From an optimization exercise on the open Yosys and OpenROAD flow, aimed at small area; shortcuts taken in it are not production practice. The RTL was checked by simulation tests, not by an equivalence proof against the original design. No driver is modelled on the clock port, so clocking that relies on it looks cheaper here than on a real chip. Power and IR drop assume default switching activity.

==> design/flow/design.v <==
module frequency_divider(clk_1KHz,rst,col,en_100Hz,en2,en2_dd);
	input clk_1KHz,rst;
	input [3:0] col;
	output en_100Hz,en2,en2_dd;
	reg [2:0] a, b;
	function [2:0] inc5;  
		input [2:0] v;
		case (v)
		3'd0: inc5 = 3'd1;
		3'd1: inc5 = 3'd2;
		3'd2: inc5 = 3'd3;
		3'd3: inc5 = 3'd4;
		default: inc5 = 3'd0;
		endcase
	endfunction
	wire a4 = (a==3'd4);
	assign en_100Hz = a4 && col[0];                          
	assign en2      = a4 && (b==3'd4) && (col[1:0]==2'd0);   
	assign en2_dd   = (a==3'd1) && (b==3'd0) && (col[1:0]==2'd2);  
	always @ (posedge clk_1KHz)
		if (!rst) begin a<=3'd0; b<=3'd0; end
		else begin
			a<=inc5(a);
			if (a4) b<=inc5(b);
		end
endmodule
module keyboard_shake(clk,rst_n,en,F_IN,F_OUT);
input clk,rst_n,en,F_IN;
output F_OUT;
reg [1:0]state;
assign F_OUT = !(state[1] && !state[0]);
always @ (posedge clk)
begin
	if (!rst_n) state<=2'b00;
	else if (en)
	begin
		if (F_IN == 1'b0) state<={state[1]|state[0], !state[1]};
		else state<=2'b00;
	end
end
endmodule
module floor(Fin_1up,Fin_2up,Fin_3up,Fin_2dn,Fin_3dn,Fin_4dn,
Fin_1,Fin_2,Fin_3,Fin_4,clk_1KHz,rst_n,c_floor,drc,Fout_1up,Fout_2up,Fout_3up,Fout_2dn,Fout_3dn,Fout_4dn,
Fout_1,Fout_2,Fout_3,Fout_4,arrival,door,lock,err,full);
input lock,err,full;
input Fin_1up,Fin_2up,Fin_3up;
input Fin_2dn,Fin_3dn,Fin_4dn;
input Fin_1,Fin_2,Fin_3,Fin_4;
input clk_1KHz,rst_n;
input [1:0]c_floor,drc;
output Fout_1up,Fout_2up,Fout_3up,Fout_2dn,Fout_3dn,Fout_4dn,Fout_1,Fout_2,Fout_3,Fout_4;
output reg arrival,door;
reg [2:0] up_n;
reg [3:1] dn_n;
reg [3:0] car_n;
assign {Fout_3up,Fout_2up,Fout_1up} = up_n;
assign {Fout_4dn,Fout_3dn,Fout_2dn} = dn_n;
assign {Fout_4,Fout_3,Fout_2,Fout_1} = car_n;
wire [2:0] kup = ~{Fin_3up,Fin_2up,Fin_1up};
wire [3:1] kdn = ~{Fin_4dn,Fin_3dn,Fin_2dn};
wire [3:0] kcar = ~{Fin_4,Fin_3,Fin_2,Fin_1};
localparam [12:0] X0 = 13'd586;
reg [12:0] x;
reg c0_open;
wire x_1000 = x[0] & !x[2] & !x[5] & !x[6] & !x[7] & !x[8] & !x[9];                             
wire x_5000 = !x[0] & x[1] & x[3] & !x[4] & x[5] & !x[6] & x[8] & !x[9] & !x[11] & !x[12];  
wire [12:0] x_next = {x[11:0], !(x[12]^x[9])};
localparam [9:0] K0 = 10'd761;
reg [9:0] cnt_k [0:3];
wire [3:0] expd;  
genvar g;
generate for (g=0; g<4; g=g+1) begin : ck
	wire low9 = &cnt_k[g][8:0];
	assign expd[g] = low9 & cnt_k[g][9];
	always @ (posedge clk_1KHz)
		if (!rst_n) cnt_k[g] <= K0;
		else if (!err) begin
			if (!kcar[g]) cnt_k[g] <= K0;
			else cnt_k[g] <= {cnt_k[g][8:0], !(cnt_k[g][9]^cnt_k[g][6]) | low9};
		end
end endgenerate
wire [3:0] at = 4'b0001 << c_floor;
wire [2:0] sup = at[2:0] & {3{drc!=2'b10}};
wire [3:1] sdn = at[3:1] & {3{drc!=2'b01}};
wire [3:0] scar = at;
wire any_s = |(sup & ~up_n) | |(sdn & ~dn_n) | |(scar & ~car_n);
wire car_here = |(at & ~car_n);
wire c0_run = !(c0_open && x_5000);
reg [2:0] clr_up_hi, clr_up_lo;
reg [3:1] clr_dn_hi, clr_dn_lo;
reg [3:0] clr_car_hi, clr_car_lo;  
reg cond;
always @*
begin
	clr_up_hi = 0; clr_up_lo = 0; clr_dn_hi = 0; clr_dn_lo = 0; clr_car_hi = 0; clr_car_lo = 0;
	cond = lock || drc==2'b00 || !arrival;
	if (full) begin
		clr_car_lo = (lock && car_here) ? at : 4'b0;
		clr_car_hi = (!arrival && c0_run && car_here) ? at : 4'b0;
	end else if (cond) begin
		if (arrival) begin
			if (any_s) begin clr_up_lo = sup; clr_dn_lo = sdn; clr_car_lo = scar; end
		end else if (c0_run && any_s) begin
			clr_up_hi = sup; clr_dn_hi = sdn; clr_car_hi = scar;
		end
	end
end
wire match = full ? car_here : any_s;
always @ (posedge clk_1KHz)
begin
if (!rst_n)
	begin
	up_n<=3'b111; dn_n<=3'b111; car_n<=4'b1111;
	arrival<=1; door<=1; x<=X0; c0_open<=0;
	end
else if (err)
	begin
	up_n<=3'b111; dn_n<=3'b111; car_n<=4'b1110;
	if (c_floor==2'b00) door<=0; else begin arrival<=1; door<=1; end
	end
else
	begin
	up_n <= clr_up_hi | (~kup & (up_n | clr_up_lo));
	dn_n <= clr_dn_hi | (~kdn & (dn_n | clr_dn_lo));
	car_n <= clr_car_hi | (kcar & expd) | (~kcar & (car_n | clr_car_lo));
	if (!arrival) begin
		if (c0_run) begin
			if ((match && c0_open) || (!c0_open && x_1000)) begin x <= X0; c0_open <= 1; end
			else x <= x_next;
			if (!match && c0_open) door <= 0;
		end else begin
			door <= 1; arrival <= 1; x <= X0; c0_open <= 0;
		end
	end else if (full ? (lock && car_here) : (cond && any_s))
		arrival <= 0;
	end
end
endmodule
module state(Fin_1up,Fin_2up,Fin_3up,Fin_2dn,Fin_3dn,Fin_4dn,Fin_1,Fin_2,Fin_3,Fin_4,clk_1KHz,rst_n,c_floor,drc,t_floor,full,arrival);
input full,arrival;
input Fin_1up,Fin_2up,Fin_3up;
input Fin_2dn,Fin_3dn,Fin_4dn;
input Fin_1,Fin_2,Fin_3,Fin_4;
input [1:0]c_floor;
input clk_1KHz,rst_n;
output reg [1:0]drc; 
output reg [1:0]t_floor; 
wire [3:0] car = ~{Fin_4,Fin_3,Fin_2,Fin_1};
wire [3:0] hup = full ? 4'b0 : ~{1'b1,Fin_3up,Fin_2up,Fin_1up};
wire [3:0] hdn = full ? 4'b0 : ~{Fin_4dn,Fin_3dn,Fin_2dn,1'b1};
wire [3:0] req = car | hup | hdn;
wire [3:0] at = 4'b0001 << c_floor;
wire [3:0] above = {at[2]|at[1]|at[0], at[1]|at[0], at[0], 1'b0};
wire [3:0] below = {1'b0, at[3], at[3]|at[2], at[3]|at[2]|at[1]};
wire car_a = |(car & above), car_h = |(car & at), car_b = |(car & below);
wire dn_a = |(hdn & above), dn_hb = |(hdn & ~above);
wire up_ha = |(hup & ~below), up_b = |(hup & below);
wire go_up = car_a | (!car_h & !car_b & (dn_a | (!dn_hb & up_ha)));
wire go_dn = !car_a & !car_h & (car_b | (!dn_a & (dn_hb | (!up_ha & up_b))));
wire [3:0] ra = req & above, rb = req & below;
wire up_any = |ra, dn_any = |rb;
wire [1:0] up_t = ra[1] ? 2'd1 : ra[2] ? 2'd2 : 2'd3;
wire [1:0] dn_t = rb[2] ? 2'd2 : rb[1] ? 2'd1 : 2'd0;
always @ (posedge clk_1KHz)
begin
if (!rst_n) begin drc<=2'b00; t_floor<=2'b00; end
else case (drc)
	2'b00: drc <= {go_dn, go_up};
	2'b01: if (up_any) t_floor <= up_t;
	       else begin t_floor <= c_floor; if (full || arrival) drc <= 2'b00; end
	2'b10: if (dn_any) t_floor <= dn_t;
	       else begin t_floor <= c_floor; if (full || arrival) drc <= 2'b00; end
	default: drc <= 2'b00;
	endcase
end
endmodule
module motor_12(t_floor,clk_1KHz,rst_n,arrival,c_floor,lock,c_floor_delay,c_floor_dd);
input [1:0]t_floor;
output reg [1:0]c_floor;
output lock;
output reg [1:0]c_floor_delay;
output reg [1:0]c_floor_dd;
input clk_1KHz,rst_n,arrival;
localparam [11:0] S = 12'd3967;
reg [11:0]cnt_3;
wire run = arrival && (c_floor!=t_floor);
wire t_end = cnt_3[0] & !cnt_3[2] & cnt_3[3] & cnt_3[4] & !cnt_3[5] & cnt_3[6] & cnt_3[8] & !cnt_3[9] & !cnt_3[10];
wire step = run && t_end;
always @ (posedge clk_1KHz)
begin
if (!rst_n) cnt_3<=S;
else if (run && !t_end) cnt_3<={cnt_3[10:0], !(cnt_3[11]^cnt_3[10])};
else cnt_3<=S;
end
always @ (posedge clk_1KHz)
	begin
	if (!rst_n) c_floor<=2'b00;
	else if (step)
	begin
	if (c_floor<t_floor) c_floor<={c_floor[1]^c_floor[0], !c_floor[0]};
	else c_floor<={c_floor[1]^!c_floor[0], !c_floor[0]};
	end
	end
assign lock = (c_floor_delay!=c_floor_dd);
always @ (posedge clk_1KHz)
begin
	if (!rst_n) begin c_floor_delay<=2'b00; c_floor_dd<=2'b00; end
	else begin
	c_floor_delay <= c_floor;
	c_floor_dd <= c_floor_delay;
	end
end
endmodule
module dot_matrix_ev(Fin_1up,Fin_2up,Fin_3up,Fin_2dn,Fin_3dn,Fin_4dn,Fin_1,Fin_2,Fin_3,Fin_4,drc,clk,rst_n,row,col,door,c_floor_dd,err,en2,en2_dd);
input door,err,en2,en2_dd;
input Fin_1up,Fin_2up,Fin_3up;
input Fin_2dn,Fin_3dn,Fin_4dn;
input Fin_1,Fin_2,Fin_3,Fin_4;
input [1:0]drc,c_floor_dd;
input clk,rst_n;
output reg [15:0] row;
output reg [3:0] col;
reg rst_d;           
reg [1:0] m_d,m_dd;  
reg [1:0] cnt_d;     
reg door_s;          
reg [9:0] lamps;     
wire [1:0] m = err ? 2'd3 : drc;
always @(posedge clk)
begin
	rst_d <= !rst_n;
	m_d <= m;
	m_dd <= m_d;
	if (en2) door_s <= door;
end
always @(posedge clk)
begin
	if (!rst_n) begin lamps<=10'b0; cnt_d<=2'b00; end
	else begin
	if (en2) lamps<={!Fin_4dn,!Fin_3up,!Fin_3dn,!Fin_2up,!Fin_2dn,!Fin_1up,!Fin_4,!Fin_3,!Fin_2,!Fin_1};
	if (en2_dd) begin
	if (door_s==0)
		case (cnt_d)
		2'b00:cnt_d<=2'b01;
		2'b01:cnt_d<=2'b10;
		default:cnt_d<=2'b11;
		endcase
	else
		case (cnt_d)
		2'b11:cnt_d<=2'b10;
		2'b10:cnt_d<=2'b01;
		default:cnt_d<=2'b00;
		endcase
	end
	end
end
always @(posedge clk)
	if (!rst_n) col<=4'b1111;
	else col<={col[3]^(&col[2:0]), col[2]^(&col[1:0]), col[1]^col[0], !col[0]};
wire [7:0] c_is = 8'b1 << col[2:0];
wire [3:0] m_is = 4'b1 << m_dd;
wire [3:0] f_is = 4'b1 << c_floor_dd;
wire [7:0] sym;
assign sym[0] = (m_is[1] & (c_is[4])) | (m_is[2] & (c_is[4])) | (m_is[3] & (c_is[7]));
assign sym[1] = (m_is[1] & (c_is[4])) | (m_is[2] & (c_is[3] | c_is[4] | c_is[5])) | (m_is[3] & (c_is[1] | c_is[6]));
assign sym[2] = (m_is[1] & (c_is[4])) | (m_is[2] & (c_is[2] | c_is[4] | c_is[6])) | (m_is[3] & (c_is[2] | c_is[5]));
assign sym[3] = (m_is[0] & (c_is[1] | c_is[2] | c_is[3] | c_is[4] | c_is[5] | c_is[6])) | (m_is[1] & (c_is[4])) | (m_is[2] & (c_is[1] | c_is[4] | c_is[7])) | (m_is[3] & (c_is[3] | c_is[4]));
assign sym[4] = (m_is[0] & (c_is[1] | c_is[2] | c_is[3] | c_is[4] | c_is[5] | c_is[6])) | (m_is[1] & (c_is[1] | c_is[4] | c_is[7])) | (m_is[2] & (c_is[4])) | (m_is[3] & (c_is[3] | c_is[4]));
assign sym[5] = (m_is[1] & (c_is[2] | c_is[4] | c_is[6])) | (m_is[2] & (c_is[4])) | (m_is[3] & (c_is[2] | c_is[5]));
assign sym[6] = (m_is[1] & (c_is[3] | c_is[4] | c_is[5])) | (m_is[2] & (c_is[4])) | (m_is[3] & (c_is[1] | c_is[6]));
assign sym[7] = (m_is[1] & (c_is[4])) | (m_is[2] & (c_is[4])) | (m_is[3] & (c_is[7]));
wire [7:0] dig;
assign dig[0] = (f_is[2] & (c_is[3] | c_is[4] | c_is[5])) | (f_is[3] & (c_is[5]));
assign dig[1] = (f_is[0] & (c_is[2] | c_is[3] | c_is[4])) | (f_is[1] & (c_is[2] | c_is[3] | c_is[4] | c_is[5] | c_is[6])) | (f_is[2] & (c_is[2] | c_is[6])) | (f_is[3] & (c_is[5]));
assign dig[2] = (f_is[0] & (c_is[3])) | (f_is[1] & (c_is[3])) | (f_is[2] & (c_is[6])) | (f_is[3] & (c_is[1] | c_is[2] | c_is[3] | c_is[4] | c_is[5] | c_is[6]));
assign dig[3] = (f_is[0] & (c_is[3])) | (f_is[1] & (c_is[4])) | (f_is[2] & (c_is[4] | c_is[5])) | (f_is[3] & (c_is[2] | c_is[5]));
assign dig[4] = (f_is[0] & (c_is[3])) | (f_is[1] & (c_is[5])) | (f_is[2] & (c_is[6])) | (f_is[3] & (c_is[3] | c_is[5]));
assign dig[5] = (f_is[0] & (c_is[2] | c_is[3])) | (f_is[1] & (c_is[2] | c_is[6])) | (f_is[2] & (c_is[2] | c_is[6])) | (f_is[3] & (c_is[4] | c_is[5]));
assign dig[6] = (f_is[0] & (c_is[3])) | (f_is[1] & (c_is[3] | c_is[4] | c_is[5])) | (f_is[2] & (c_is[3] | c_is[4] | c_is[5])) | (f_is[3] & (c_is[5]));
assign dig[7] = 1'b0;
wire [1:0] d = col[2] ? ~col[1:0] : col[1:0];
wire open = (d[1] & cnt_d[1]) | ((d[1] | cnt_d[1]) & d[0] & cnt_d[0]);
wire lit = !rst_d;           
wire mid = lit & !open;
wire c0 = (col[2:0]==3'd0);  
always @*
begin
	if (col[3]) row = {lit,{14{mid}},lit};
	else if (c0) row = {2'b00,lamps[9:4],4'b0000,lamps[3:0]};
	else row = {dig,sym};
end
endmodule
module elevator(
  input  clk,
  input  rst_n,
  input  Fin_1up, Fin_2up, Fin_3up,
  input  Fin_2dn, Fin_3dn, Fin_4dn,
  input  Fin_1, Fin_2, Fin_3, Fin_4,
  input  full,
  input  err,
  output [15:0] row,
  output [3:0]  col,
  output [1:0]  c_floor,
  output [1:0]  drc,
  output        door,
  output [9:0]  req_n
);
  wire en_100Hz, en2, en2_dd;
  wire [1:0] c_floor_delay, c_floor_dd;
  wire [9:0] key_n;
  wire [1:0] t_floor;
  wire lock, arrival;
  wire Fout_1up, Fout_2up, Fout_3up, Fout_2dn, Fout_3dn, Fout_4dn, Fout_1, Fout_2, Fout_3, Fout_4;
  frequency_divider inst13(.clk_1KHz(clk), .rst(rst_n), .col(col), .en_100Hz(en_100Hz), .en2(en2), .en2_dd(en2_dd));
  keyboard_shake sh0(.clk(clk), .rst_n(rst_n), .en(en_100Hz), .F_IN(Fin_1up), .F_OUT(key_n[0]));
  keyboard_shake sh1(.clk(clk), .rst_n(rst_n), .en(en_100Hz), .F_IN(Fin_2up), .F_OUT(key_n[1]));
  keyboard_shake sh2(.clk(clk), .rst_n(rst_n), .en(en_100Hz), .F_IN(Fin_3up), .F_OUT(key_n[2]));
  keyboard_shake sh3(.clk(clk), .rst_n(rst_n), .en(en_100Hz), .F_IN(Fin_2dn), .F_OUT(key_n[3]));
  keyboard_shake sh4(.clk(clk), .rst_n(rst_n), .en(en_100Hz), .F_IN(Fin_3dn), .F_OUT(key_n[4]));
  keyboard_shake sh5(.clk(clk), .rst_n(rst_n), .en(en_100Hz), .F_IN(Fin_4dn), .F_OUT(key_n[5]));
  keyboard_shake sh6(.clk(clk), .rst_n(rst_n), .en(en_100Hz), .F_IN(Fin_1),   .F_OUT(key_n[6]));
  keyboard_shake sh7(.clk(clk), .rst_n(rst_n), .en(en_100Hz), .F_IN(Fin_2),   .F_OUT(key_n[7]));
  keyboard_shake sh8(.clk(clk), .rst_n(rst_n), .en(en_100Hz), .F_IN(Fin_3),   .F_OUT(key_n[8]));
  keyboard_shake sh9(.clk(clk), .rst_n(rst_n), .en(en_100Hz), .F_IN(Fin_4),   .F_OUT(key_n[9]));
  floor inst(.Fin_1up(key_n[0]), .Fin_2up(key_n[1]), .Fin_3up(key_n[2]),
             .Fin_2dn(key_n[3]), .Fin_3dn(key_n[4]), .Fin_4dn(key_n[5]),
             .Fin_1(key_n[6]), .Fin_2(key_n[7]), .Fin_3(key_n[8]), .Fin_4(key_n[9]),
             .clk_1KHz(clk), .rst_n(rst_n), .c_floor(c_floor), .drc(drc),
             .Fout_1up(Fout_1up), .Fout_2up(Fout_2up), .Fout_3up(Fout_3up),
             .Fout_2dn(Fout_2dn), .Fout_3dn(Fout_3dn), .Fout_4dn(Fout_4dn),
             .Fout_1(Fout_1), .Fout_2(Fout_2), .Fout_3(Fout_3), .Fout_4(Fout_4),
             .arrival(arrival), .door(door), .lock(lock), .err(err), .full(full));
  state inst2(.Fin_1up(Fout_1up), .Fin_2up(Fout_2up), .Fin_3up(Fout_3up),
              .Fin_2dn(Fout_2dn), .Fin_3dn(Fout_3dn), .Fin_4dn(Fout_4dn),
              .Fin_1(Fout_1), .Fin_2(Fout_2), .Fin_3(Fout_3), .Fin_4(Fout_4),
              .clk_1KHz(clk), .rst_n(rst_n), .c_floor(c_floor), .drc(drc), .t_floor(t_floor),
              .full(full), .arrival(arrival));
  motor_12 inst1(.t_floor(t_floor), .clk_1KHz(clk), .rst_n(rst_n), .arrival(arrival),
                 .c_floor(c_floor), .lock(lock),
                 .c_floor_delay(c_floor_delay), .c_floor_dd(c_floor_dd));
  dot_matrix_ev inst4(.Fin_1up(Fout_1up), .Fin_2up(Fout_2up), .Fin_3up(Fout_3up),
                      .Fin_2dn(Fout_2dn), .Fin_3dn(Fout_3dn), .Fin_4dn(Fout_4dn),
                      .Fin_1(Fout_1), .Fin_2(Fout_2), .Fin_3(Fout_3), .Fin_4(Fout_4),
                      .drc(drc), .clk(clk), .rst_n(rst_n), .row(row), .col(col),
                      .door(door), .c_floor_dd(c_floor_dd), .err(err), .en2(en2), .en2_dd(en2_dd));
  assign req_n = {Fout_4, Fout_3, Fout_2, Fout_1, Fout_4dn, Fout_3dn, Fout_2dn, Fout_3up, Fout_2up, Fout_1up};
endmodule
==> design/flow/flow/run.sh <==
#!/bin/bash
# Own layout flow: the standard layout (standard.sh, with the standard
# synthesis unchanged) with these changes to how the layout is made:
#  - the port buffers are buf_1 cells (buffer_ports -buffer_cell),
#  - after floorplanning every combinational cell is set to its smallest drive
#    strength (flow/downsize.tcl); repair_design sizes up what needs it,
#  - the clock tree is a root buffer and 8 leaf buffers, each driving an equal
#    share of the registers (flow/clocktree.tcl, run before CTS); TritonCTS is
#    then pointed at the clock port net only, which it leaves alone.
# Each tool's output stays in the ORFS logs under orfs/logs; make's own output
# goes to standard.log.
set -euo pipefail
here=$(pwd)
export BUFFER_PORTS_ARGS="-buffer_cell sky130_fd_sc_hd__buf_1"
export POST_FLOORPLAN_TCL="$here/flow/downsize.tcl"
export PRE_CTS_TCL="$here/flow/clocktree.tcl"
export CLK_TREE_LEAVES=8
export CLK_TREE_LEAF_BUF=sky130_fd_sc_hd__clkbuf_8
export CLK_TREE_ROOT_BUF=sky130_fd_sc_hd__clkbuf_16
export CTS_ARGS="-clk_nets clk -dont_use_dummy_load -buf_list sky130_fd_sc_hd__clkbuf_8"
bash standard.sh > "$here/standard.log" 2>&1
==> design/flow/flow/clocktree.tcl <==
# A small two-level clock tree, built instead of TritonCTS's H-tree: the clock
# port drives one root buffer, which drives CLK_TREE_LEAVES leaf buffers, each
# driving an equal share of the registers (recursive median cuts of the
# register positions). Buffers sit at the centre of what they drive.
set block [ord::get_db_block]
set db [ord::get_db]
set nleaf 8
if { [info exists ::env(CLK_TREE_LEAVES)] } { set nleaf $::env(CLK_TREE_LEAVES) }
set leafname sky130_fd_sc_hd__clkbuf_8
if { [info exists ::env(CLK_TREE_LEAF_BUF)] } { set leafname $::env(CLK_TREE_LEAF_BUF) }
set rootname sky130_fd_sc_hd__clkbuf_16
if { [info exists ::env(CLK_TREE_ROOT_BUF)] } { set rootname $::env(CLK_TREE_ROOT_BUF) }

set clknet [[$block findBTerm clk] getNet]
set pts {}
foreach it [$clknet getITerms] {
  set bb [[$it getInst] getBBox]
  lappend pts [list [expr {([$bb xMin]+[$bb xMax])/2}] [expr {([$bb yMin]+[$bb yMax])/2}] $it]
}
set npins [llength $pts]

# split a point list into k groups of near-equal size by median cuts
proc ct_split { pts k } {
  if { $k <= 1 } { return [list $pts] }
  set xs [lsort -integer -index 0 $pts]
  set ys [lsort -integer -index 1 $pts]
  set dx [expr {[lindex $xs end 0] - [lindex $xs 0 0]}]
  set dy [expr {[lindex $ys end 1] - [lindex $ys 0 1]}]
  set s [expr {$dx >= $dy ? $xs : $ys}]
  set k1 [expr {$k / 2}]
  set n1 [expr {int(round(double([llength $s]) * $k1 / $k))}]
  return [concat [ct_split [lrange $s 0 [expr {$n1 - 1}]] $k1] \
                 [ct_split [lrange $s $n1 end] [expr {$k - $k1}]]]
}
proc ct_centre { pts } {
  set sx 0; set sy 0
  foreach p $pts { incr sx [lindex $p 0]; incr sy [lindex $p 1] }
  set n [llength $pts]
  return [list [expr {$sx / $n}] [expr {$sy / $n}]]
}
proc ct_buffer { block master name c innet outname } {
  set inst [odb::dbInst_create $block $master $name]
  $inst setLocation [expr {[lindex $c 0] - [$master getWidth]/2}] [expr {[lindex $c 1] - [$master getHeight]/2}]
  $inst setPlacementStatus PLACED
  set net [odb::dbNet_create $block $outname]
  $net setSigType CLOCK
  [$inst findITerm A] connect $innet
  [$inst findITerm X] connect $net
  return $net
}

set groups [ct_split $pts $nleaf]
set rootnet [ct_buffer $block [$db findMaster $rootname] clkroot_buf [ct_centre $pts] $clknet clkroot_net]
set k 0
foreach g $groups {
  set net [ct_buffer $block [$db findMaster $leafname] clkleaf_buf_$k [ct_centre $g] $rootnet clkleaf_net_$k]
  foreach p $g {
    set it [lindex $p 2]
    $it disconnect
    $it connect $net
  }
  incr k
}
puts "clocktree: root $rootname, $nleaf $leafname leaves, $npins clock pins"
==> design/flow/flow/downsize.tcl <==
# Give every combinational cell the smallest drive strength of its kind (same
# function, same base name); repair_design later sizes up what needs it.
set block [ord::get_db_block]
set db [ord::get_db]
set dont_use {}
if { [info exists ::env(DONT_USE_CELLS)] } { set dont_use $::env(DONT_USE_CELLS) }
proc ds_usable { name dont_use } {
  foreach p $dont_use { if { [string match $p $name] } { return 0 } }
  return 1
}
set n 0
set saved 0.0
foreach inst [$block getInsts] {
  set m [$inst getMaster]
  set name [$m getName]
  if { [$m getType] ne "CORE" } { continue }
  if { ![regexp {^(sky130_fd_sc_hd__[a-z0-9]+)_([0-9]+)$} $name -> base drive] } { continue }
  if { [regexp {^sky130_fd_sc_hd__(df|edf|sdf|dl|tap|fill|decap|conb|clk)} $name] } { continue }
  set best $m
  set barea [expr { [$m getWidth] * [$m getHeight] }]
  foreach d {0 1 2 3 4 6 8 12 16} {
    set cn ${base}_$d
    if { $cn eq $name } { continue }
    set cm [$db findMaster $cn]
    if { $cm eq "NULL" || $cm eq "" } { continue }
    if { ![ds_usable $cn $dont_use] } { continue }
    if { [sta::find_liberty_cell $cn] eq "" } { continue }
    set a [expr { [$cm getWidth] * [$cm getHeight] }]
    if { $a < $barea } { set best $cm; set barea $a }
  }
  if { $best ne $m } {
    set saved [expr { $saved + ([$m getWidth] * [$m getHeight] - $barea) / 1e6 }]
    replace_cell [$inst getName] [$best getName]
    incr n
  }
}
puts "downsize: $n cells made smaller, [format %.1f $saved] um2 saved"
==> design/flow/standard.sh <==
#!/bin/bash
# synth_recipe.tcl (not shown) runs the flow's synth.tcl, then flattens the netlist and writes it again
# the make line also repeats each setting of config.mk as NAME=value (left out here)
make -C /OpenROAD-flow-scripts/flow DESIGN_CONFIG=/design/flow/config.mk WORK_HOME=/design/flow/orfs CLKGATE_MAP_FILE= SYNTH_SCRIPT=/design/flow/synth_recipe.tcl "${@:-finish}"
==> design/flow/config.mk <==
export PLATFORM = sky130hd
export DESIGN_NAME = elevator
export DESIGN_NICKNAME = elevator
export VERILOG_FILES = /design/flow/design.v
export SDC_FILE = /design/flow/constraint.sdc
export NUM_CORES = 4
export LEC_CHECK = 0
export CAP_MARGIN = 20
export CORE_MARGIN = 2
export CORE_UTILIZATION = 70
export PLACE_DENSITY = 0.8
export SLEW_MARGIN = 20
==> design/flow/constraint.sdc <==
create_clock -name core_clock -period 10.0 [get_ports {clk}]
set_input_delay 2.0000 -clock core_clock [delete_from_list [all_inputs] [get_ports {clk}]]
set_output_delay 2.0000 -clock core_clock [all_outputs]
set_load 0.01 [all_outputs]
==> results of run 1 <==
==> per-stage QoR <==
stage          util, %  cells  area, um^2  total power, mW
2_1_floorplan        -    786        6430            0.651
3_3_place_gp      74.1    892        6530            0.679
3_5_place_dp      74.1    892        6530            0.683
4_1_cts           75.7    901        6660            0.867
5_1_grt           75.7    901        6670            0.958
6_report          75.7    901        6670            0.919
==> cell usage after synthesis, drive strengths merged, types with 24 or more instances <==
library cell | instances | area [um^2]
nand3 | 25 | 125
a21oi | 72 | 360
nand2 | 59 | 221
inv | 31 | 116
nor3 | 26 | 130
o22a | 24 | 210
a211oi | 24 | 180
nor2 | 98 | 368
clkbuf | 36 | 135
dfxtp | 135 | 2700
o21ai | 43 | 215
==> kinds of logic (layout without fill, tap and decap cells) <==
logic type	count (synthesis)	in the layout	synth area share (%)
flip-flops	136	136	42.5
AND/OR/NAND/NOR	294	294	21.9
adder cells (fa/ha/maj)	11	11	2.14
buffers and inverters	87	94	5.76
AO/OA/AOI/OAI	237	237	24.5
multiplexers	5	5	0.974
XOR/XNOR	16	16	2.18
==> sequential cells by signal, summed over array words and instances (netlist names), 3 cells and up <==
register / cells
inst.car_n: 4
inst.cnt_k: 40
inst.dn_n: 3
inst.up_n: 3
inst.x: 13
inst1.cnt_3: 12
inst13.a: 3
inst13.b: 3
inst4.col: 4
inst4.lamps: 10
==> cells in the final DEF, fill, tap and decap left out, types with 3 or more instances in the layout <==
| cell | instances |
|---|---|
| nor2b_1 | 19 |
| a211o_1 | 4 |
| dfxtp_1 | 135 |
| a32o_1 | 6 |
| ha_1 | 11 |
| a21oi_1 | 72 |
| nor4_1 | 8 |
| or2_2 | 13 |
| buf_4 | 5 |
| o21a_1 | 3 |
| o22a_1 | 24 |
| a211oi_1 | 24 |
| nand3b_1 | 3 |
| inv_2 | 3 |
| a21boi_0 | 5 |
| o211ai_1 | 10 |
| nand2_1 | 59 |
| nand2b_1 | 14 |
| inv_1 | 28 |
| clkbuf_8 | 8 |
| a221oi_1 | 3 |
| a22o_1 | 3 |
| and2_1 | 5 |
| nand3_1 | 25 |
| xor2_1 | 5 |
| a31oi_1 | 7 |
| nor2_1 | 98 |
| buf_1 | 48 |
| mux2i_1 | 4 |
| nand4_1 | 11 |
| o21ai_0 | 41 |
| o31ai_1 | 11 |
| nor3_1 | 26 |
| a41oi_1 | 3 |
| xnor2_1 | 11 |
==> power breakdown <==
group | switching (mW) | total (mW) | leakage [nW] | internal (mW)
clock | 0.156 | 0.247 | 0.0698 | 0.0912
combinational | 0.0676 | 0.105 | 1.18 | 0.0372
sequential | 0.0180 | 0.567 | 1.10 | 0.549
total | 0.242 | 0.919 | 2.36 | 0.678
==> path summary, 6_finish.rpt <==
path	from	cells past startpoint	to	slack (ns)
max	inst4.col[2]$_SDFF_PN1_	9	row[9]	4.89
min	inst4.m_d[0]$_SDFF_PP1_	0	inst4.m_dd[0]$_DFF_P_	0.34
max reg2reg	inst1.c_floor[1]$_SDFFE_PN0P_	6	inst2.drc[1]$_SDFFE_PN0P_	7.28
min reg2reg	inst4.m_d[0]$_SDFF_PP1_	0	inst4.m_dd[0]$_DFF_P_	0.34
==> per-layer routing <==
layer | up-vias | track usage [%]
met4 | 0 | 8.85
li1 | 2813 | -
met2 | 219 | 53.3
met1 | 2733 | 37.2
met5 | - | 0
met3 | 42 | 2.23
==> final cells by class <==
| cell class | count | area, um^2 | share of cell area, % |
|---|---|---|---|
| inverter | 32 | 120 | 1.80 |
| buffer | 9 | 135 | 2.03 |
| tap | 108 | 135 | 2.03 |
| sequential | 136 | 2730 | 41.0 |
| timing repair buffer | 53 | 218 | 3.27 |
| multi-input combinational | 563 | 3330 | 49.9 |
==> results_dict.tcl, run 1 <==
set metrics [dict create \
    relSlewSlack_pct 31.1 \
    cts_hold_buf 0 \
    drive_gt1_share_pct 4.16 \
    syn2layout_area_growth_pct 3.76 \
    final.period_utilization_pct 51.1 \
    power.density_nw_per_um2 138 \
    finalWeightedCongestion 0.951 \
    grt_first_pass_wirelength_um 24800 \
    n_antenna_cell 0 \
    die-area_um2 9960 \
    path_class "flip-flop to primary output" \
    status "finished clean" \
    start_util_pct 73.0 \
    gr-total-overflow 0 \
    yosys_warnings 7 \
    grt_max_degree 64 \
    ys_ff_latch 136 \
    p_leak_nw 2.36 \
    post_cts_resized 0 \
    wl_met1_um 6420 \
    pin_count 49 \
    async_flop_share_pct 0 \
    critPathMaxFanout 25 \
    cp_slowest_stage_delay_ns 0.89 \
    vias 5807 \
    core.rowCount 34 \
    synth-edff-count 1 \
    finalNetCount 820 \
    grt.total_usage_pct 29.3 \
    endpoint_kind "primary output" \
    postCtsSetupRepairBufs 0 \
    antenna_found_initial 0 \
    final_hold_viol_count 0 \
    die_h_um 99.8 \
    crit_buf_inv 3 \
    critPathSlowestCell "dfxtp_1" \
    period_needed_ns 5.11 \
    clk_latency_ns 0.35 \
    wl_met3_um 858 \
    synth_nets 811 \
    viasPerCell 6.45 \
    required_ns 8.00 \
    yosysUniqueCellTypes 64 \
    core_area_um2 8810 \
    clk_pin_slew_ns 0.11 \
    hpwlAfterDp_um 10500 \
    whs_ns 0.342 \
    synth-main-ff-cell "dfxtp_1" \
    top_layer_used "met4" \
    dp_slack_ns 5.33 \
    fillers 694 \
    wirelength_um 15100 \
    ys_seq_area_share_pct 42.5 \
    drtAntennaViolNets 0 \
    worst_pin_slew_ns 1.03 \
    drt_iter0_drc 380 \
    portBuffers 48 \
    synth_area_um2 6430 \
    rsz0062_at_grt "no" \
    wl_met2_um 7490 \
    fmax_ghz 0.196 \
    grt_pass1_vias 5445 \
    hp-class "flip-flop to flip-flop" \
    setup_ws_ns 4.89 \
    postSynthAreaPerCell_um2 8.18 \
    wl_per_cell_um 16.8 \
    peakVddDrop_v 0.000149 \
    finalSetupTns_ns 0 \
    drc 0 \
    synthCells 786 \
    start_kind "flip-flop" \
    clock_skew_ns 0.0151 \
    setup_viol 0 \
    cp_data_arrival_time_ns 3.11 \
    maxCapViolations 0 \
    slew_violations 0 \
    crit_chain "clkinv_1 -> ha_1 -> inv_1 -> nor2_1 -> nand2b_1 -> o211ai_1 -> a221oi_1 -> o31ai_1 -> buf_1" \
    crit_family "flip-flops" \
    die_w_um 99.8 \
    drt_first_pass_iters 5 \
]
==> run 2: changes to the inputs <==
--- a/design/flow/design.v
+++ b/design/flow/design.v
@@ -69,14 +69,14 @@
 reg [9:0] cnt_k [0:3];
 wire [3:0] expd;  
+wire ck_hold = rst_n & err;   
 genvar g;
 generate for (g=0; g<4; g=g+1) begin : ck
 	wire low9 = &cnt_k[g][8:0];
 	assign expd[g] = low9 & cnt_k[g][9];
+	wire shift = rst_n & !err & kcar[g];
+	wire load = !(ck_hold | shift);    
+	wire [9:0] sh = {cnt_k[g][8:0], !(cnt_k[g][9]^cnt_k[g][6]) | low9};
 	always @ (posedge clk_1KHz)
-		if (!rst_n) cnt_k[g] <= K0;
-		else if (!err) begin
-			if (!kcar[g]) cnt_k[g] <= K0;
-			else cnt_k[g] <= {cnt_k[g][8:0], !(cnt_k[g][9]^cnt_k[g][6]) | low9};
-		end
+		cnt_k[g] <= ({10{ck_hold}} & cnt_k[g]) | ({10{shift}} & sh) | ({10{load}} & K0);
 end endgenerate
 wire [3:0] at = 4'b0001 << c_floor;
@@ -112,5 +112,5 @@
 	begin
 	up_n<=3'b111; dn_n<=3'b111; car_n<=4'b1111;
-	arrival<=1; door<=1; x<=X0; c0_open<=0;
+	arrival<=1; door<=1;
 	end
 else if (err)
@@ -126,9 +126,7 @@
 	if (!arrival) begin
 		if (c0_run) begin
-			if ((match && c0_open) || (!c0_open && x_1000)) begin x <= X0; c0_open <= 1; end
-			else x <= x_next;
 			if (!match && c0_open) door <= 0;
 		end else begin
-			door <= 1; arrival <= 1; x <= X0; c0_open <= 0;
+			door <= 1; arrival <= 1;
 		end
 	end else if (full ? (lock && car_here) : (cond && any_s))
@@ -136,4 +134,14 @@
 	end
 end
+wire x_run = rst_n & !err & !arrival;
+wire x_hold = rst_n & (err | arrival);
+wire x_restart = c0_run & ((match & c0_open) | (!c0_open & x_1000));
+wire x_step = x_run & c0_run & !x_restart;
+wire x_load = !(x_hold | x_step);
+always @ (posedge clk_1KHz)
+begin
+	x <= ({13{x_hold}} & x) | ({13{x_step}} & x_next) | ({13{x_load}} & X0);
+	c0_open <= (x_hold & c0_open) | (x_run & (x_restart | (c0_run & c0_open)));
+end
 endmodule
 module state(Fin_1up,Fin_2up,Fin_3up,Fin_2dn,Fin_3dn,Fin_4dn,Fin_1,Fin_2,Fin_3,Fin_4,clk_1KHz,rst_n,c_floor,drc,t_floor,full,arrival);
@@ -284,10 +292,8 @@
 wire mid = lit & !open;
 wire c0 = (col[2:0]==3'd0);  
+wire [15:0] lamp_row = {2'b00,lamps[9:4],4'b0000,lamps[3:0]};
+wire [15:0] door_row = {lit,{14{mid}},lit};
 always @*
-begin
-	if (col[3]) row = {lit,{14{mid}},lit};
-	else if (c0) row = {2'b00,lamps[9:4],4'b0000,lamps[3:0]};
-	else row = {dig,sym};
-end
+	row = ({16{col[3]}} & door_row) | ({16{!col[3]}} & ({dig,sym} | ({16{c0}} & lamp_row)));
 endmodule
 module elevator(
==> run 2 against run 1 <==
  * Combinational power barely moved
  * Die area fell by 2.8%
  * Utilization fell by 1.6 points
  * Design area fell by 3.5%
  * Maximum frequency rose by 5.9%
  * Clock skew fell by 0.0049 ns
  * Final cell count fell by 8.2%
  * Critical path type unchanged
  * Total power fell by 1.1%
  * Via count fell by 9.2%
  * Area after synthesis fell by 2.9%
==> results_dict.tcl, run 2 <==
set metrics [dict create \
    top_regs "inst.cnt_k (40), inst.x (13), inst1.cnt_3 (12)" \
    final_cell_mix "dfxtp_1 (135), nor2_1 (59), a21oi_1 (58)" \
    r2r_cells 6 \
    required_ns 8.00 \
    pin_count 49 \
    ys_top_cells_by_area "dfxtp_1 (43%), a21oi_1 (4.7%), o21ai_0 (4.3%)" \
    core_area_um2 8680 \
    worst_pin_slew_ns 1.03 \
    gr-total-overflow 0 \
    worstHoldStart "inst4.m_d[0]$_SDFF_PP1_" \
    drtAntennaViolNets 0 \
    synthCells 711 \
    syn2layout_area_growth_pct 3.17 \
    die-area_um2 9680 \
    fmax_ghz 0.207 \
    final_hold_viol_count 0 \
    final.period_utilization_pct 48.3 \
    worstReg2RegStart "inst1.c_floor[0]$_SDFFE_PN0P_" \
    synth.most_common_cell "dfxtp_1" \
    setup_viol 0 \
    drive_gt1_share_pct 4.73 \
    relSlewSlack_pct 30.8 \
    die_w_um 98.4 \
    clock_skew_ns 0.0102 \
    post_cts_resized 0 \
    rsz0062_at_grt "no" \
    r2r_slack_ns 6.73 \
    die_h_um 98.4 \
    hold_depth 0 \
    vias 5274 \
    grt.total_usage_pct 27.6 \
    path_class "flip-flop to primary output" \
    postSynthAreaPerCell_um2 8.77 \
    status "finished clean" \
    synth-main-ff-cell "dfxtp_1" \
    clk_pin_slew_ns 0.10 \
    synth_commonest_cells "dfxtp_1 (135), nor2_1 (59), a21oi_1 (58), o21ai_0 (54), nand2_1 (39)" \
    synth_top_area_share_pct 43.3 \
    postCtsSetupRepairBufs 0 \
    drt_first_pass_iters 5 \
    finalWeightedCongestion 0.916 \
    whs_ns 0.343 \
    yosysUniqueCellTypes 61 \
    yosysTopAreaCell "dfxtp_1" \
    core.rowCount 34 \
    async_flop_share_pct 0 \
    slew_violations 0 \
    n_antenna_cell 0 \
    ys_ff_latch 136 \
    portBuffers 48 \
    endpoint_kind "primary output" \
    peakVddDrop_v 0.000135 \
    cp_data_arrival_time_ns 2.83 \
    synth_area_um2 6240 \
    start_kind "flip-flop" \
    viasPerCell 6.38 \
    grt_first_pass_wirelength_um 22900 \
    min_to "inst4.m_dd[0]$_DFF_P_" \
    hp-class "flip-flop to flip-flop" \
    ys_seq_area_share_pct 43.8 \
    grt_pass1_vias 4756 \
    clk_latency_ns 0.34 \
    drt_iter0_drc 259 \
    synth_nets 736 \
    largest_register_ffs 40 \
    synth-edff-count 1 \
    wirelength_um 13900 \
    postLayoutCoreUtil_pct 74.1 \
    period_needed_ns 4.83 \
    start_util_pct 71.9 \
    yosys_warnings 7 \
    critPathMaxFanout 19 \
    grt_max_degree 48 \
    antenna_found_initial 0 \
    regMostFlops "inst.cnt_k" \
    drc 0 \
    cts_hold_buf 0 \
    p_leak_nw 2.23 \
    maxCapViolations 0 \
    finalNetCount 746 \
    layout_commonest_cell "dfxtp_1" \
    finalSetupTns_ns 0 \
    r2r_end "inst.x[7]$_DFF_P_" \
    wl_per_cell_um 16.8 \
    hpwlAfterDp_um 9900 \
    power.density_nw_per_um2 141 \
]
[run 2: worst max-delay path: stages (launching register included)]
cell	delay, ns
dfxtp_1	0.72
clkinv_1	0.39
ha_1	0.41
nor2_1	0.23
a21o_1	0.15
o22ai_1	0.09
a211oi_1	0.23
o21ai_0	0.11
buf_1	0.16
[run 2: logic make-up after synthesis]
group,share of synthesized area [%]
AOI/OAI and AO/OA,27.9
and+or+nand+nor,16.9
DFF,43.8
buffers and inverters,5.54
xor gates and xnor gates,1.69
adders and majority gates,2.21
muxes,1.89
[run 2: routing by layer]
metal  share of wire [%]  up-vias  global-route usage, %  wire, um
li1                    -     2600                      -         -
met1                  45     2469                   39.1      6180
met2                  47      182                   45.2      6450
met3                 6.8       23                   3.01       937
met4                 2.1        0                   7.27       295
met5                   0        -                      0         0
[run 2: final cells by class]
class	instances	area, um^2
buffer	9	135
sequential	136	2730
multi-input combinational	497	3120
inverter	24	90.1
timing repair buffer	53	218
fill	678	2240
tap	108	135
[run 2: power by group]
part | total (mW) | switching [mW] | internal (mW) | leakage [nW]
Sequential | 0.564 | 0.0146 | 0.549 | 1.10
Clock | 0.243 | 0.152 | 0.0911 | 0.0698
Combinational | 0.102 | 0.0650 | 0.0373 | 1.05
Total | 0.909 | 0.232 | 0.677 | 2.23
[run 2: worst max-delay path by stage]
stage | start | endpoint | depth (start not counted)
5_1_grt | inst4.col[2]$_SDFF_PN1_ | row[3] | 8
3_5_place_dp | rst_n | inst.cnt_k[0][0]$_DFF_P_ | 6
2_1_floorplan | inst4.col[2]$_SDFF_PN1_ | row[3] | 9
4_1_cts | rst_n | inst.cnt_k[0][0]$_DFF_P_ | 6
6_report | inst4.col[2]$_SDFF_PN1_ | row[4] | 8
3_3_place_gp | rst_n | inst.cnt_k[2][0]$_DFF_P_ | 6
[run 2: per-stage QoR]
step	instances	area, um^2	setup slack, ns	total power, mW
final	827	6430	5.17	0.909
after global placement	818	6300	5.58	0.674
after detailed placement	818	6300	5.51	0.677
after CTS	827	6430	5.53	0.862
after floorplan	711	6240	6.04	0.649
after global routing	827	6430	4.89	0.946
==> run 3: changes to the inputs <==
--- a/design/flow/design.v
+++ b/design/flow/design.v
@@ -234,5 +234,5 @@
 reg door_s;          
 reg [9:0] lamps;     
-wire [1:0] m = err ? 2'd3 : drc;
+wire [1:0] m = {!err & (drc[1] | drc[0]), err | drc[0]};
 always @(posedge clk)
 begin
@@ -242,9 +242,11 @@
 	if (en2) door_s <= door;
 end
+wire l_hold = rst_n & !en2, l_load = rst_n & en2;
+always @(posedge clk)
+	lamps <= ({10{l_hold}} & lamps) | ({10{l_load}} & ~{Fin_4dn,Fin_3up,Fin_3dn,Fin_2up,Fin_2dn,Fin_1up,Fin_4,Fin_3,Fin_2,Fin_1});
 always @(posedge clk)
 begin
-	if (!rst_n) begin lamps<=10'b0; cnt_d<=2'b00; end
+	if (!rst_n) cnt_d<=2'b00;
 	else begin
-	if (en2) lamps<={!Fin_4dn,!Fin_3up,!Fin_3dn,!Fin_2up,!Fin_2dn,!Fin_1up,!Fin_4,!Fin_3,!Fin_2,!Fin_1};
 	if (en2_dd) begin
 	if (door_s==0)
@@ -267,5 +269,5 @@
 	else col<={col[3]^(&col[2:0]), col[2]^(&col[1:0]), col[1]^col[0], !col[0]};
 wire [7:0] c_is = 8'b1 << col[2:0];
-wire [3:0] m_is = 4'b1 << m_dd;
+wire [3:0] m_is = {m_dd==2'b01, m_dd==2'b10, m_dd==2'b11, m_dd==2'b00};  
 wire [3:0] f_is = 4'b1 << c_floor_dd;
 wire [7:0] sym;
--- a/design/flow/flow/run.sh
+++ b/design/flow/flow/run.sh
@@ -17,5 +17,5 @@
 export CLK_TREE_LEAVES=8
 export CLK_TREE_LEAF_BUF=sky130_fd_sc_hd__clkbuf_8
-export CLK_TREE_ROOT_BUF=sky130_fd_sc_hd__clkbuf_16
+export CLK_TREE_ROOT_BUF=sky130_fd_sc_hd__clkbuf_8
 export CTS_ARGS="-clk_nets clk -dont_use_dummy_load -buf_list sky130_fd_sc_hd__clkbuf_8"
 bash standard.sh > "$here/standard.log" 2>&1
==> run 3 against run 2 <==
  * Hold slack lost 0.0014 ns
  * Register-to-register slack gained 0.58 ns
  * Area after synthesis down 0.10%
  * Utilization shrank 0.26 points
  * Flip-flop and latch count unchanged
  * Combinational power shrank 8%
  * Total power is 1.9% lower
  * Synthesized cell count is 2.3% higher
  * Clock skew is 0.0011 ns lower
  * Via count grew 3.4%
  * Sequential share of layout area increased by 0.15 points
  * Largest cell class unchanged
  * Highest routed layer unchanged
==> results_dict.tcl, run 3 <==
set metrics [dict create \
    status "finished clean" \
    p_leak_nw 2.22 \
    viasPerCell 6.51 \
    cts_hold_buf 0 \
    required_ns 8.00 \
    post_cts_resized 0 \
    worst_pin_slew_ns 0.974 \
    grt_max_degree 37 \
    synth-main-ff-cell "dfxtp_1" \
    relSlewSlack_pct 34.9 \
    final.period_utilization_pct 48.3 \
    maxCapViolations 0 \
    clk_pin_slew_ns 0.10 \
    hpwlAfterDp_um 10000 \
    vias 5452 \
    yosys_warnings 7 \
    core_area_um2 8680 \
    antenna_found_initial 0 \
    top_regs "inst.cnt_k (40), inst.x (13), inst1.cnt_3 (12)" \
    finalNetCount 757 \
    yosysUniqueCellTypes 68 \
    slew_violations 0 \
    synth-edff-count 1 \
    grt_first_pass_wirelength_um 23100 \
    placed_area_um2 6290 \
    clock_skew_ns 0.00917 \
    drt_first_pass_iters 7 \
    clk_latency_ns 0.39 \
    pin_count 49 \
    critPathMaxFanout 22 \
    wirelength_um 13900 \
    postCtsSetupRepairBufs 0 \
    hp-class "flip-flop to flip-flop" \
    final_cell_mix "dfxtp_1 (135), nor2_1 (74), a21oi_1 (70)" \
    finalInstanceArea_um2 6410 \
    n_antenna_cell 0 \
    endpoint_kind "primary output" \
    period_needed_ns 4.83 \
    synth_nets 752 \
    cp_data_arrival_time_ns 2.83 \
    drtAntennaViolNets 0 \
    cp_slowest_stage_delay_ns 0.78 \
    crit_chain "inv_1 -> ha_1 -> a21oi_1 -> o21ai_0 -> nor2_1 -> a31oi_1 -> a21oi_1 -> o21ai_0 -> buf_1" \
    die-area_um2 9670 \
    crit_buf_inv 2 \
    ys_seq_area_share_pct 43.9 \
    regMostFlops "inst.cnt_k" \
    synth_area_um2 6230 \
    finalWeightedCongestion 0.970 \
    start_util_pct 71.8 \
    syn2layout_area_growth_pct 2.91 \
    grt.total_usage_pct 27.9 \
    core.rowCount 34 \
    yosysTopAreaCell "dfxtp_1" \
    async_flop_share_pct 0 \
    power.density_nw_per_um2 139 \
    postSynthAreaPerCell_um2 8.57 \
    gr-total-overflow 0 \
    wl_per_cell_um 16.6 \
    ys_top_cells_by_area "dfxtp_1 (43%), a21oi_1 (5.6%), nor2_1 (4.5%)" \
    synthCells 727 \
    drc 0 \
    largest_register_ffs 40 \
    die_w_um 98.3 \
    synth.most_common_cell "dfxtp_1" \
    drt_iter0_drc 457 \
    crit_family "flip-flops" \
    rsz0062_at_grt "no" \
    layout_commonest_cell "dfxtp_1" \
    start_kind "flip-flop" \
    portBuffers 48 \
    peakVddDrop_v 0.000117 \
    fmax_ghz 0.207 \
    finalSetupTns_ns 0 \
    ys_ff_latch 136 \
    setup_viol 0 \
    critPathSlowestCell "dfxtp_1" \
    synth_commonest_cells "dfxtp_1 (135), nor2_1 (74), a21oi_1 (70), nand2_1 (48), o21ai_0 (47)" \
    synth_top_area_share_pct 43.4 \
    grt_pass1_vias 4955 \
    die_h_um 98.3 \
    path_class "flip-flop to primary output" \
    final_hold_viol_count 0 \
    whs_ns 0.342 \
    drive_gt1_share_pct 4.79 \
]
run 3: per-stage QoR:
step | setup slack [ns] | total power, mW | utilization (%) | cells
6_report | 5.17 | 0.892 | 73.9 | 838
5_1_grt | 4.89 | 0.930 | 73.9 | 838
4_1_cts | 5.50 | 0.846 | 73.9 | 838
3_5_place_dp | 5.50 | 0.670 | 72.5 | 829
3_3_place_gp | 5.62 | 0.666 | 72.5 | 829
2_1_floorplan | 6.29 | 0.642 | - | 727
run 3: cell type report:
type | count | area [um^2]
Fill cell | 691 | 2270
Inverter | 25 | 93.8
Multi-Input combinational cell | 508 | 3120
Buffer | 9 | 124
Sequential cell | 136 | 2730
Timing Repair Buffer | 52 | 210
Tap cell | 108 | 135
run 3: final timing paths:
| path | from | end | slack, ns | depth (start not counted) |
|---|---|---|---|---|
| worst min register to register | inst4.m_d[1]$_DFF_P_ | inst4.m_dd[1]$_DFF_P_ | 0.34 | 0 |
| worst max register to register | inst1.c_floor[0]$_SDFFE_PN0P_ | inst1.cnt_3[5]$_SDFF_PN1_ | 7.31 | 5 |
| worst max-delay path | inst4.col[2]$_SDFF_PN1_ | row[3] | 5.17 | 9 |
| worst min-delay path | inst4.m_d[1]$_DFF_P_ | inst4.m_dd[1]$_DFF_P_ | 0.34 | 0 |
run 3: kinds of logic after synthesis:
logic type	count (synthesis)	synth area share, %
AO/OA/AOI/OAI	244	26.8
XOR/XNOR	13	1.83
adder cells (fa/ha/maj)	11	2.21
buffers and inverters	83	5.78
flip-flops	136	43.9
multiplexers	4	0.883
AND/OR/NAND/NOR	236	18.6
run 3: routing by layer:
metal,track usage [%],share of wire [%]
met2,47.1,47
met4,10.2,3.5
met1,37.0,43
met5,0,0
met3,3.36,6.5
run 3: worst reg2reg max path, cell delays in order (launching register included):
cell and delay, ns:
dfxtp_1 0.82, clkinv_1 0.49, ha_1 0.41, a21oi_1 0.23, nand3_1 0.27, or2_2 0.36
run 3: power by group:
part / internal [mW] / switching, mW / leakage (nW)
sequential: 0.549 / 0.0154 / 1.10
combinational: 0.0338 / 0.0602 / 1.05
clock: 0.0816 / 0.151 / 0.0647
total: 0.665 / 0.227 / 2.22
==> run 4: changes to the inputs <==
==> design/flow/flow/run.sh (replaced) <==
#!/bin/bash
# Own layout flow: the standard layout (standard.sh) with these changes to
# how the layout is made:
#  - the standard synthesis runs unchanged (standard.sh synth); then only its
#    combinational logic is re-mapped for area (flow/remap.sh, ABC with
#    flow/remap.abc). The registers keep their instances, names and cell
#    types. flow/eqcheck.sh proves the re-mapped netlist equal to the standard
#    one; if that proof fails, the standard netlist is kept.
#  - the port buffers are buf_1 cells (buffer_ports -buffer_cell),
#  - after floorplanning every combinational cell is set to its smallest drive
#    strength (flow/downsize.tcl); repair_design sizes up what needs it,
#  - the clock tree is a root buffer and 8 leaf buffers, each driving an equal
#    share of the registers (flow/clocktree.tcl, run before CTS); TritonCTS is
#    then pointed at the clock port net only, which it leaves alone.
# Logs: synth.log and standard.log (make), remap.log and eqcheck.log (yosys);
# each ORFS step's tool log stays under orfs/logs.
set -euo pipefail
here=$(pwd)
export BUFFER_PORTS_ARGS="-buffer_cell sky130_fd_sc_hd__buf_1"
export POST_FLOORPLAN_TCL="$here/flow/downsize.tcl"
export PRE_CTS_TCL="$here/flow/clocktree.tcl"
export CLK_TREE_LEAVES=8
export CLK_TREE_LEAF_BUF=sky130_fd_sc_hd__clkbuf_8
export CLK_TREE_ROOT_BUF=sky130_fd_sc_hd__clkbuf_8
export CTS_ARGS="-clk_nets clk -dont_use_dummy_load -buf_list sky130_fd_sc_hd__clkbuf_8"

bash standard.sh synth > "$here/synth.log" 2>&1
res="$here/orfs/results/$FLOW_PLATFORM/elevator/base"
cp "$res/1_2_yosys.v" "$here/standard_1_2_yosys.v"
if bash flow/remap.sh "$here/standard_1_2_yosys.v" "$here/remapped_1_2_yosys.v" "$here/remap.log" \
   && bash flow/eqcheck.sh "$here/standard_1_2_yosys.v" "$here/remapped_1_2_yosys.v" "$here/eqcheck.log"; then
  sleep 1
  cp "$here/remapped_1_2_yosys.v" "$res/1_2_yosys.v"
  touch "$res/1_2_yosys.v"
  echo "remapped netlist in use" >> "$here/synth.log"
else
  echo "remap or its proof failed: standard netlist kept" >> "$here/synth.log"
fi
bash standard.sh > "$here/standard.log" 2>&1
==> design/flow/flow/eqcheck.sh (new file) <==
#!/bin/bash
# Prove that the re-mapped netlist does what the standard synthesis netlist
# does: both are flattened to the library cells' functions, the registers are
# paired by instance name (their D and Q pins), and the logic between them is
# compared (yosys equiv_*).  usage: eqcheck.sh STANDARD.v REMAPPED.v LOG
set -uo pipefail
lib=$FLOW_HOME/platforms/$FLOW_PLATFORM/lib/sky130_fd_sc_hd__tt_025C_1v80.lib
yosys_bin=$FLOW_HOME/../tools/install/yosys/bin/yosys
[[ -x $yosys_bin ]] || yosys_bin=yosys
"$yosys_bin" -l "$3" -q -p "
read_liberty -ignore_miss_func $lib
read_verilog $1
rename $FLOW_TOP gold
read_verilog -overwrite $2
rename $FLOW_TOP gate
hierarchy -check
flatten gold gate
rename -hide gold/w:_* gate/w:_*
opt_clean
equiv_make gold gate eq
hierarchy -top eq
equiv_simple -undef
equiv_induct -undef
equiv_status -assert
"
==> design/flow/flow/remap.abc (new file) <==
strash
&get -n
&fraig -x
&put
scorr
balance -l
resub -K 6 -l
rewrite -l
resub -K 6 -N 2 -l
refactor -l
resub -K 8 -l
balance -l
resub -K 8 -N 2 -l
rewrite -l
resub -K 10 -l
rewrite -z -l
resub -K 10 -N 2 -l
balance -l
resub -K 12 -l
refactor -z -l
resub -K 12 -N 2 -l
rewrite -z -l
balance -l
balance -l
resub -K 6 -l
rewrite -l
resub -K 6 -N 2 -l
refactor -l
resub -K 8 -l
balance -l
resub -K 8 -N 2 -l
rewrite -l
resub -K 10 -l
rewrite -z -l
resub -K 10 -N 2 -l
balance -l
resub -K 12 -l
refactor -z -l
resub -K 12 -N 2 -l
rewrite -z -l
balance -l
&get -n
&deepsyn -T 60
&dch -f
&nf -R 1000
&put
==> design/flow/flow/remap.sh (new file) <==
#!/bin/bash
# Re-map the combinational logic of the standard synthesis netlist for area.
# The registers stay as they are: their cell types are black boxes here, so
# every register keeps its instance, name and cell type; only the logic
# between them is rebuilt (ABC, flow/remap.abc) from the library cells'
# functions.  usage: remap.sh IN.v OUT.v LOG
set -euo pipefail
in=$1; out=$2; log=$3
here=$(cd "$(dirname "$0")" && pwd)
lib=$FLOW_HOME/platforms/$FLOW_PLATFORM/lib/sky130_fd_sc_hd__tt_025C_1v80.lib
yosys_bin=$FLOW_HOME/../tools/install/yosys/bin/yosys
[[ -x $yosys_bin ]] || yosys_bin=yosys
dont=""
for c in probe_p_8 probec_p_8 'lpflow_*'; do dont="$dont -dont_use sky130_fd_sc_hd__$c"; done
seq=$(grep -o 'sky130_fd_sc_hd__[a-z0-9_]*' "$in" | sort -u | grep -E '__(df|edf|sdf|dl)' | tr '\n' ' ')
cat > "$out.ys" <<EOT
read_liberty -ignore_miss_func $lib
blackbox $seq
read_verilog $in
hierarchy -top $FLOW_TOP
flatten
opt_clean -purge
tee -o $out.stat_before stat -liberty $lib
abc -script $here/remap.abc -liberty $lib $dont
opt_clean -purge
read_liberty -lib -overwrite -ignore_miss_func $lib
hilomap -singleton -hicell sky130_fd_sc_hd__conb_1 HI -locell sky130_fd_sc_hd__conb_1 LO
splitnets
rename -hide w:_*_.*
opt_clean -purge
tee -o $out.stat_after stat -liberty $lib
check -assert
write_verilog -noattr -nohex -nodec $out
EOT
"$yosys_bin" -l "$log" -q -s "$out.ys"
==> run 4 against run 3 <==
  * Design area is 8.8% lower
  * Setup slack worse by 0.27 ns
  * Critical path depth is 2 higher
  * Largest cell class is now sequential cells
  * Via count is 12% lower
==> results_dict.tcl, run 4 <==
set metrics [dict create \
    syn2layout_area_growth_pct 8.42 \
    wl_per_cell_um 18.0 \
    vias 4813 \
    drc 0 \
    crit_chain "nand3_1 -> nor2b_1 -> nand2_1 -> o21ai_0 -> a21oi_1 -> clkinv_1 -> a21oi_1 -> a311o_1 -> xor2_1 -> nand2_1 -> buf_1" \
    largest_register_ffs 40 \
    period_needed_ns 5.10 \
    grt_pass1_vias 4567 \
    peakVddDrop_v 0.000128 \
    antenna_found_initial 0 \
    fillers 543 \
    synth_area_um2 5400 \
    pwr-share-clk_pct 27.0 \
    clock_skew_ns 0.0179 \
    p_leak_nw 1.94 \
    final.period_utilization_pct 51.0 \
    cp_data_arrival_time_ns 3.10 \
    layout_commonest_cell "dfxtp_1" \
    intPower_mw 0.657 \
    postLayoutCoreUtil_pct 76.9 \
    core.rowCount 32 \
    hpwlAfterDp_um 9630 \
    register_area_um2 2730 \
    finalSetupTns_ns 0 \
    postSynthAreaPerCell_um2 9.26 \
    grt_first_pass_wirelength_um 21900 \
    required_ns 8.00 \
    portBuffers 48 \
    final_cell_mix "dfxtp_1 (135), nand2_1 (68), buf_1 (48)" \
    start_util_pct 70.9 \
    viasPerCell 6.46 \
    yosys_warnings 7 \
    drt_first_pass_iters 5 \
    pwr-share-seq_pct 64.3 \
    postCtsSetupRepairBufs 0 \
    die-area_um2 8430 \
    final_hold_viol_count 0 \
    top_regs "inst.cnt_k (40), inst.x (13), inst1.cnt_3 (12)" \
    synth_nets 597 \
    hp-class "flip-flop to flip-flop" \
    pin_count 49 \
    relSlewSlack_pct 36.0 \
    finalNetCount 659 \
    n_antenna_cell 0 \
    start_kind "flip-flop" \
    die_h_um 91.8 \
    drtAntennaViolNets 0 \
    finalWeightedCongestion 0.951 \
    combPwrFrac_pct 8.7 \
    drive_gt1_share_pct 1.87 \
    rsz0062_at_grt "no" \
    netSwitchingFraction_pct 24.9 \
    worst_pin_slew_ns 0.956 \
    wirelength_um 13400 \
    power.density_nw_per_um2 149 \
    clk_latency_ns 0.41 \
    post_cts_resized 0 \
    path_class "flip-flop to primary output" \
    gr-total-overflow 0 \
    r2r_slack_ns 6.62 \
    p_total_mw 0.874 \
    drt_iter0_drc 585 \
    setup_viol 0 \
    regMostFlops "inst.cnt_k" \
    maxCapViolations 0 \
    cp_slowest_stage_delay_ns 0.70 \
    critPathMaxFanout 17 \
    fmax_ghz 0.196 \
    critPathSlowestCell "dfxtp_1" \
    clk_pin_slew_ns 0.10 \
    core_area_um2 7610 \
    grt.total_usage_pct 31.1 \
    die_w_um 91.8 \
    switching_power_mw 0.218 \
    grt_max_degree 32 \
    slew_violations 0 \
    cts_hold_buf 0 \
    endpoint_kind "primary output" \
    multi_input_area_um2 2630 \
    status "finished clean" \
    synthCells 583 \
]
==> run 4: worst max-delay path: cells and delay by family (launching register included) <==
| family | cells | cell delay, ns |
|---|---|---|
| AO/OA/AOI/OAI | 4 | 0.97 |
| XOR/XNOR | 1 | 0.15 |
| buffers and inverters | 2 | 0.32 |
| flip-flops | 1 | 0.70 |
| AND/OR/NAND/NOR | 4 | 0.56 |
==> run 4: per-layer routing <==
metal / global-route usage [%] / up-vias / part of all wire (%)
met5: 0 / - / 0
met4: 11.6 / 0 / 3.5
met3: 2.96 / 45 / 6.0
met2: 54.0 / 215 / 48
met1: 40.4 / 2254 / 42
li1: - / 2299 / -
==> run 4: power groups by stage <==
stage	clock, mW	combinational, mW	sequential, mW
floorplan	0	0.0469	0.572
CTS	0.176	0.0750	0.574
global placement	0	0.0729	0.573
detailed placement	0	0.0744	0.574
finish	0.236	0.0758	0.562
global route	0.255	0.0834	0.564
==> run 4: metrics by stage <==
stage / hold WS [ns] / std cells / setup WS [ns] / cell area, um^2
2_1_floorplan: 0.310 / 583 / 5.79 / 5400
3_3_place_gp: 0.315 / 736 / 5.49 / 5730
3_5_place_dp: 0.314 / 736 / 5.39 / 5730
4_1_cts: 0.314 / 745 / 5.38 / 5850
5_1_grt: 0.345 / 745 / 4.62 / 5850
6_report: 0.331 / 745 / 4.90 / 5850
==> run 4: worst paths after layout <==
check / from / to / cells past startpoint
hold / removal: inst4.m_d[1]$_DFF_P_ / inst4.m_dd[1]$_DFF_P_ / 0
setup reg to reg: inst1.c_floor[1]$_SDFFE_PN0P_ / inst.up_n[1]$_SDFF_PP1_ / 11
hold reg to reg: inst4.m_d[1]$_DFF_P_ / inst4.m_dd[1]$_DFF_P_ / 0
setup / recovery: inst4.col[0]$_SDFF_PN1_ / row[2] / 11
==> run 4: area by class of cell <==
| cell class | count | area share, % |
|---|---|---|
| tap | 102 | 2.18 |
| inverter | 8 | 0.513 |
| buffer | 9 | 2.12 |
| timing repair buffer | 51 | 3.46 |
| sequential | 136 | 46.7 |
| multi-input combinational | 439 | 45.0 |

[what the ideal ports hide]
The results above use ideal ports. As a check the final layouts listed here were re-extracted and re-timed, cells and wires unchanged. Step 1 (the two cells are an assumption about what drives the block):
set clk [get_ports {clk}]
set_driving_cell -lib_cell sky130_fd_sc_hd__clkbuf_16 $clk
set_driving_cell -lib_cell sky130_fd_sc_hd__buf_2 [delete_from_list [all_inputs] $clk]
Step 2 also shifts input and output timing later by t, the mid clock arrival at the registers, as if the neighbouring blocks saw the same clock. Three values: ideal ports, drivers, drivers and shift; two values: the first two.
run | shift t [ns] | setup WS [ns] | worst setup path at the end | worst slew at a driven data input, ns | cell pins on the clock port's net
run 1 | 0.378 | 4.890 / 4.854 / 5.232 | register to output | 0.05 | 1
run 2 | 0.367 | 5.174 / 5.142 / 5.455 | input to register | 0.04 | 1
run 3 | 0.415 | 5.172 / 5.142 / 5.557 | register to output | 0.03 | 1
run 4 | 0.429 | 4.902 / 4.871 / 5.300 | register to output | 0.04 | 1
After both steps every run listed still meets setup and hold.
